This design comes from an exercise in tuning for small area and a short achievable clock period on the open sky130 flow, not from production work.

==> run a <==
// PWM_duty_cycle
module PWM_duty_cycle (
    input clk,
    input rst,
    input pwm_in,
    output reg [7:0] duty_cycle
);
    reg [20:0] a;                        
    reg [15:0] t;                        
    reg        p;                        
    reg        first;                    
    wire        fe = p & ~pwm_in;
    wire        a_top = (a == 21'd1638375);  
    wire [20:0] a_inc = a_top ? 21'd0 : a + 21'd25;
    wire [22:0] n = {a, 2'b00};        
    reg [8:0] pr2;
    reg [12:0] pr3;
    reg [15:0] pr4;
    reg qr7;
    wire [15:0] T1 = t + 16'd3;
    wire [16:0] tz1;               
    assign tz1[16] = 1'b1;
    genvar g1;
    generate for (g1 = 0; g1 < 16; g1 = g1 + 1) begin : g_tz1
        assign tz1[g1] = tz1[g1+1] & ~T1[g1];
    end endgenerate
    wire [15:0] T2 = t + 16'd2;
    wire [16:0] tz2;               
    assign tz2[16] = 1'b1;
    genvar g2;
    generate for (g2 = 0; g2 < 16; g2 = g2 + 1) begin : g_tz2
        assign tz2[g2] = tz2[g2+1] & ~T2[g2];
    end endgenerate
    wire [15:0] T3 = t + 16'd1;
    wire [16:0] tz3;               
    assign tz3[16] = 1'b1;
    genvar g3;
    generate for (g3 = 0; g3 < 16; g3 = g3 + 1) begin : g_tz3
        assign tz3[g3] = tz3[g3+1] & ~T3[g3];
    end endgenerate
    wire [15:0] T4 = t;
    wire [16:0] tz4;               
    assign tz4[16] = 1'b1;
    genvar g4;
    generate for (g4 = 0; g4 < 16; g4 = g4 + 1) begin : g_tz4
        assign tz4[g4] = tz4[g4+1] & ~T4[g4];
    end endgenerate
    wire [0:0] s1v22 = n[22];
    wire [1:0] s1b22;
    wire [0:0] s1d22;
    assign s1b22[0] = 1'b0;
    assign s1d22[0] = s1v22[0] ^ T1[0] ^ s1b22[0];
    assign s1b22[1] = (~s1v22[0] & T1[0]) | (~(s1v22[0] ^ T1[0]) & s1b22[0]);
  ...
export LEC_CHECK = 0
export CAP_MARGIN = 20
export CORE_MARGIN = 2
export CORE_UTILIZATION = 40
export SLEW_MARGIN = 20
export SYNTH_HIERARCHICAL = 1
create_clock -name core_clock -period 110.0 [get_ports {clk}]
run.sh (not shown) runs the stock make flow with config.mk's settings and CLKGATE_MAP_FILE= SYNTH_SCRIPT=/design/flow/synth_recipe.tcl, a recipe that flattens the netlist after the stock synthesis.
==> run b (differences from run a) <==
--- a/flow/design.v
+++ b/flow/design.v
@@ -6,41 +6,42 @@
 );
     reg [20:0] a;                        
     reg [15:0] t;                        
     reg        p;                        
     reg        first;                    
-    wire        fe = p & ~pwm_in;
-    wire        a_top = (a == 21'd1638375);  
-    wire [20:0] a_inc = a_top ? 21'd0 : a + 21'd25;
-    wire [22:0] n = {a, 2'b00};        
+    reg        ok;                       
+    reg  [7:0] q;                        
     reg [8:0] pr2;
     reg [12:0] pr3;
     reg [15:0] pr4;
-    reg qr7;
-    wire [15:0] T1 = t + 16'd3;
-    wire [16:0] tz1;               
+    reg [0:0] qh;
+    wire        fe = p & ~pwm_in;
+    wire [20:0] a_inc = (a == 21'd1638375) ? 21'd0 : a + 21'd25;
+    wire [22:0] n = {a, 2'b00};                         
+    wire [15:0] T1 = t + 16'd4;
+    wire [16:0] tz1;                   
     assign tz1[16] = 1'b1;
     genvar g1;
     generate for (g1 = 0; g1 < 16; g1 = g1 + 1) begin : g_tz1
         assign tz1[g1] = tz1[g1+1] & ~T1[g1];
     end endgenerate
-    wire [15:0] T2 = t + 16'd2;
-    wire [16:0] tz2;               
+    wire [15:0] T2 = t + 16'd3;
+    wire [16:0] tz2;                   
     assign tz2[16] = 1'b1;
     genvar g2;
     generate for (g2 = 0; g2 < 16; g2 = g2 + 1) begin : g_tz2
         assign tz2[g2] = tz2[g2+1] & ~T2[g2];
     end endgenerate
-    wire [15:0] T3 = t + 16'd1;
-    wire [16:0] tz3;               
+    wire [15:0] T3 = t + 16'd2;
+    wire [16:0] tz3;                   
     assign tz3[16] = 1'b1;
     genvar g3;
     generate for (g3 = 0; g3 < 16; g3 = g3 + 1) begin : g_tz3
         assign tz3[g3] = tz3[g3+1] & ~T3[g3];
     end endgenerate
-    wire [15:0] T4 = t;
-    wire [16:0] tz4;               
+    wire [15:0] T4 = t + 16'd1;
+    wire [16:0] tz4;                   
     assign tz4[16] = 1'b1;
     genvar g4;
     generate for (g4 = 0; g4 < 16; g4 = g4 + 1) begin : g_tz4
         assign tz4[g4] = tz4[g4+1] & ~T4[g4];
     end endgenerate
@@ -186,14 +187,14 @@
     assign s1b14[7] = (~s1v14[6] & T1[6]) | (~(s1v14[6] ^ T1[6]) & s1b14[6]);
     assign s1b14[8] = (~s1v14[7] & T1[7]) | (~(s1v14[7] ^ T1[7]) & s1b14[7]);
     assign s1b14[9] = (~s1v14[8] & T1[8]) | (~(s1v14[8] ^ T1[8]) & s1b14[8]);
     wire s1ge14 = ~s1b14[9] & tz1[9];
     wire [8:0] s1r14 = s1ge14 ? s1d14[8:0] : s1v14[8:0];
-    wire sm2 = 1'b0;   
+    wire sm2 = (a[20:12] == 0);          
     wire cb2 = p & (a[11:0] < 12'd25);   
     wire [8:0] pi2 = pr2 + cb2;
-    wire pe2 = ({7'd0, pi2} == T2);
+    wire pe2 = ({7'd0, pi2} == T2);     
     wire [8:0] P2 = (sm2 | pe2) ? 9'd0 : pi2;
     wire [9:0] s2v13 = {P2[8:0], n[13]};
     wire [10:0] s2b13;
     wire [9:0] s2d13;
     assign s2b13[0] = 1'b0;
@@ -307,14 +308,14 @@
     assign s2b10[11] = (~s2v10[10] & T2[10]) | (~(s2v10[10] ^ T2[10]) & s2b10[10]);
     assign s2b10[12] = (~s2v10[11] & T2[11]) | (~(s2v10[11] ^ T2[11]) & s2b10[11]);
     assign s2b10[13] = (~s2v10[12] & T2[12]) | (~(s2v10[12] ^ T2[12]) & s2b10[12]);
     wire s2ge10 = ~s2b10[13] & tz2[13];
     wire [12:0] s2r10 = s2ge10 ? s2d10[12:0] : s2v10[12:0];
-    wire sm3 = (a[20:8] == 0);              
+    wire sm3 = (a[20:8] == 0);          
     wire cb3 = p & (a[7:0] < 8'd25);   
     wire [12:0] pi3 = pr3 + cb3;
-    wire pe3 = ({3'd0, pi3} == T3);
+    wire pe3 = ({3'd0, pi3} == T3);     
     wire [12:0] P3 = (sm3 | pe3) ? 13'd0 : pi3;
     wire [13:0] s3v9 = {P3[12:0], n[9]};
     wire [14:0] s3b9;
     wire [13:0] s3d9;
     assign s3b9[0] = 1'b0;
@@ -420,14 +421,16 @@
     assign s3b7[14] = (~s3v7[13] & T3[13]) | (~(s3v7[13] ^ T3[13]) & s3b7[13]);
     assign s3b7[15] = (~s3v7[14] & T3[14]) | (~(s3v7[14] ^ T3[14]) & s3b7[14]);
     assign s3b7[16] = (~s3v7[15] & T3[15]) | (~(s3v7[15] ^ T3[15]) & s3b7[15]);
     wire s3ge7 = ~s3b7[16];
     wire [15:0] s3r7 = s3ge7 ? s3d7[15:0] : s3v7[15:0];
-    wire [4:0] al = a[4:0] - 5'd25;
-    wire [6:0] nd4 = {al, 2'b00};
-    wire [15:0] P4 = pr4;
-    wire [16:0] s4v6 = {P4[15:0], nd4[6]};
+    wire sm4 = (a[20:5] == 0);          
+    wire cb4 = p & (a[4:0] < 5'd25);   
+    wire [15:0] pi4 = pr4 + cb4;
+    wire pe4 = (pi4 == T4);     
+    wire [15:0] P4 = (sm4 | pe4) ? 16'd0 : pi4;
+    wire [16:0] s4v6 = {P4[15:0], n[6]};
     wire [17:0] s4b6;
     wire [16:0] s4d6;
     assign s4b6[0] = 1'b0;
     assign s4d6[0] = s4v6[0] ^ T4[0] ^ s4b6[0];
     assign s4d6[1] = s4v6[1] ^ T4[1] ^ s4b6[1];
@@ -498,11 +501,11 @@
     assign s4b6[15] = s4g6[14] | (s4p6[14] & s4b6[14]);
     assign s4b6[16] = s4g6[15] | (s4p6[15] & s4g6[14]) | (s4p6[15] & s4p6[14] & s4b6[14]);
     assign s4b6[17] = s4g6[16] | (s4p6[16] & s4b6[16]);
     wire s4ge6 = ~s4b6[17];
     wire [15:0] s4r6 = s4ge6 ? s4d6[15:0] : s4v6[15:0];
-    wire [16:0] s4v5 = {s4r6[15:0], nd4[5]};
+    wire [16:0] s4v5 = {s4r6[15:0], n[5]};
     wire [17:0] s4b5;
     wire [16:0] s4d5;
     assign s4b5[0] = 1'b0;
     assign s4d5[0] = s4v5[0] ^ T4[0] ^ s4b5[0];
     assign s4d5[1] = s4v5[1] ^ T4[1] ^ s4b5[1];
@@ -573,11 +576,11 @@
     assign s4b5[15] = s4g5[14] | (s4p5[14] & s4b5[14]);
     assign s4b5[16] = s4g5[15] | (s4p5[15] & s4g5[14]) | (s4p5[15] & s4p5[14] & s4b5[14]);
     assign s4b5[17] = s4g5[16] | (s4p5[16] & s4b5[16]);
     wire s4ge5 = ~s4b5[17];
     wire [15:0] s4r5 = s4ge5 ? s4d5[15:0] : s4v5[15:0];
-    wire [16:0] s4v4 = {s4r5[15:0], nd4[4]};
+    wire [16:0] s4v4 = {s4r5[15:0], n[4]};
     wire [17:0] s4b4;
     wire [16:0] s4d4;
     assign s4b4[0] = 1'b0;
     assign s4d4[0] = s4v4[0] ^ T4[0] ^ s4b4[0];
     assign s4d4[1] = s4v4[1] ^ T4[1] ^ s4b4[1];
@@ -648,11 +651,11 @@
     assign s4b4[15] = s4g4[14] | (s4p4[14] & s4b4[14]);
     assign s4b4[16] = s4g4[15] | (s4p4[15] & s4g4[14]) | (s4p4[15] & s4p4[14] & s4b4[14]);
     assign s4b4[17] = s4g4[16] | (s4p4[16] & s4b4[16]);
     wire s4ge4 = ~s4b4[17];
     wire [15:0] s4r4 = s4ge4 ? s4d4[15:0] : s4v4[15:0];
-    wire [16:0] s4v3 = {s4r4[15:0], nd4[3]};
+    wire [16:0] s4v3 = {s4r4[15:0], n[3]};
     wire [17:0] s4b3;
     wire [16:0] s4d3;
     assign s4b3[0] = 1'b0;
     assign s4d3[0] = s4v3[0] ^ T4[0] ^ s4b3[0];
     assign s4d3[1] = s4v3[1] ^ T4[1] ^ s4b3[1];
@@ -723,11 +726,11 @@
     assign s4b3[15] = s4g3[14] | (s4p3[14] & s4b3[14]);
     assign s4b3[16] = s4g3[15] | (s4p3[15] & s4g3[14]) | (s4p3[15] & s4p3[14] & s4b3[14]);
     assign s4b3[17] = s4g3[16] | (s4p3[16] & s4b3[16]);
     wire s4ge3 = ~s4b3[17];
     wire [15:0] s4r3 = s4ge3 ? s4d3[15:0] : s4v3[15:0];
-    wire [16:0] s4v2 = {s4r3[15:0], nd4[2]};
+    wire [16:0] s4v2 = {s4r3[15:0], n[2]};
     wire [17:0] s4b2;
     wire [16:0] s4d2;
     assign s4b2[0] = 1'b0;
     assign s4d2[0] = s4v2[0] ^ T4[0] ^ s4b2[0];
     assign s4d2[1] = s4v2[1] ^ T4[1] ^ s4b2[1];
@@ -798,11 +801,11 @@
     assign s4b2[15] = s4g2[14] | (s4p2[14] & s4b2[14]);
     assign s4b2[16] = s4g2[15] | (s4p2[15] & s4g2[14]) | (s4p2[15] & s4p2[14] & s4b2[14]);
     assign s4b2[17] = s4g2[16] | (s4p2[16] & s4b2[16]);
     wire s4ge2 = ~s4b2[17];
     wire [15:0] s4r2 = s4ge2 ? s4d2[15:0] : s4v2[15:0];
-    wire [16:0] s4v1 = {s4r2[15:0], nd4[1]};
+    wire [16:0] s4v1 = {s4r2[15:0], n[1]};
     wire [17:0] s4b1;
     wire [16:0] s4d1;
     assign s4b1[0] = 1'b0;
     assign s4d1[0] = s4v1[0] ^ T4[0] ^ s4b1[0];
     assign s4d1[1] = s4v1[1] ^ T4[1] ^ s4b1[1];
@@ -873,11 +876,11 @@
     assign s4b1[15] = s4g1[14] | (s4p1[14] & s4b1[14]);
     assign s4b1[16] = s4g1[15] | (s4p1[15] & s4g1[14]) | (s4p1[15] & s4p1[14] & s4b1[14]);
     assign s4b1[17] = s4g1[16] | (s4p1[16] & s4b1[16]);
     wire s4ge1 = ~s4b1[17];
     wire [15:0] s4r1 = s4ge1 ? s4d1[15:0] : s4v1[15:0];
-    wire [16:0] s4v0 = {s4r1[15:0], nd4[0]};
+    wire [16:0] s4v0 = {s4r1[15:0], n[0]};
     wire [17:0] s4b0;
     wire [16:0] s4d0;
     assign s4b0[0] = 1'b0;
     assign s4d0[0] = s4v0[0] ^ T4[0] ^ s4b0[0];
     assign s4d0[1] = s4v0[1] ^ T4[1] ^ s4b0[1];
@@ -948,59 +951,37 @@
     assign s4b0[15] = s4g0[14] | (s4p0[14] & s4b0[14]);
     assign s4b0[16] = s4g0[15] | (s4p0[15] & s4g0[14]) | (s4p0[15] & s4p0[14] & s4b0[14]);
     assign s4b0[17] = s4g0[16] | (s4p0[16] & s4b0[16]);
     wire s4ge0 = ~s4b0[17];
     wire [15:0] s4r0 = s4ge0 ? s4d0[15:0] : s4v0[15:0];
-    wire [7:0] q = {qr7, s4ge6, s4ge5, s4ge4, s4ge3, s4ge2, s4ge1, s4ge0};
+    wire [0:0] qhc = sm4 ? 1'd0 : qh + pe4;
+    wire [7:0] qn = {qhc, s4ge6, s4ge5, s4ge4, s4ge3, s4ge2, s4ge1, s4ge0};
     always @(posedge clk) begin
         pr2 <= s1r14;
         pr3 <= s2r10;
         pr4 <= s3r7;
-        qr7 <= s3ge7;
-    end
-    wire        ok = ~first & ~tz4[0];    
-    wire [20:0] a_n;
-    wire [15:0] t_n;
-    wire  [7:0] duty_n;
-    wire        first_n;
-    PWM_duty_cycle_next u_next (
-        .pwm_in(pwm_in), .p(p), .ok(ok), .first(first),
-        .a(a), .a_inc(a_inc), .t1(T3), .q(q), .duty(duty_cycle),
-        .a_n(a_n), .t_n(t_n), .duty_n(duty_n), .first_n(first_n)
-    );
-    always @(posedge clk) begin
-        a <= a_n;
-        t <= t_n;
+        qh <= {s3ge7};
+        q <= qn;
     end
     always @(posedge clk or posedge rst) begin
         if (rst) begin
+            a <= 21'd25;
+            t <= 16'd0;
             p <= 1'b0;
             first <= 1'b1;
+            ok <= 1'b0;
             duty_cycle <= 8'd0;
         end else begin
-            duty_cycle <= duty_n;
-            first <= first_n;
+            if (fe & ok) duty_cycle <= q;
+            ok <= ~first & (t != 16'hffff);
+            if (fe) begin
+                first <= 1'b0;
+                a <= 21'd25;
+                t <= 16'd0;
+            end else begin
+                t <= T4;
+                if (pwm_in) a <= a_inc;
+            end
             p <= pwm_in;
         end
     end
 endmodule
-module PWM_duty_cycle_next (
-    input         pwm_in,
-    input         p,
-    input         ok,
-    input         first,
-    input  [20:0] a,
-    input  [20:0] a_inc,
-    input  [15:0] t1,
-    input   [7:0] q,
-    input   [7:0] duty,
-    output [20:0] a_n,
-    output [15:0] t_n,
-    output  [7:0] duty_n,
-    output        first_n
-);
-    wire fe = p & ~pwm_in;               
-    assign a_n = fe ? 21'd25 : (pwm_in ? a_inc : a);
-    assign t_n = fe ? 16'd0 : t1;
-    assign duty_n = (fe & ok) ? q : duty;
-    assign first_n = first & ~fe;
-endmodule
Settings changed: SYNTH_HIERARCHICAL 1 to unset.
==> qor summary <==
quantity	run b	run a
Final cell count without fillers	2153	1972
Met2 wire len	18200 um	15800 um
Number of sequential storage elements	95	86
Run status	finished clean	finished clean
Synth Warn #	1	7
Gate count of the mapped netlist	1656	1509
Met1 demand-to-capacity share in global routing	25.8%	23.9%
Critical R2R Launch	t[2]	t[1]
Met2 demand-to-capacity share in global routing	35.2%	32.8%
Number of DRC markers in iteration 0	564	450
Slowest CP cell	sky130_fd_sc_hd__dfrtp_1	sky130_fd_sc_hd__clkdlybuf4s50_1
Clock tree skew after final layout	22.4 ps	15.3 ps
No run of this note included a check of the RTL's function; only the layout flow was run.

[afterwards: timing with drivers on the ports]
The flow's constraints put no driver on any port. The routed layouts listed below were extracted and timed again, unchanged, in two steps.
Step 1 sets driving cells, clkbuf_16 on the clock port and buf_2 on the other inputs (assumed; they add their load-dependent delay and slew).
Step 2 times the ports against the registers' clock, not the clock port: input delays grow and output delays shrink by t, the midpoint of the rising clock arrivals with the driver on.
a / b / c = ideal / step 1 / step 2; a / b = the first two.
| run | t, ns | setup slack, ns | worst data-port slew with drivers (ns) |
|---|---|---|---|
| run a | 0.402 | 86.326 / 86.354 / 85.952 | 0.03 |
| run b | 0.410 | 86.244 / 86.244 / 85.875 | 0.03 |
After both steps setup and hold are still met in every run listed. The setup slack of run a, which loses most, moves by +0.028 ns with the drivers and by -0.374 ns with both steps.
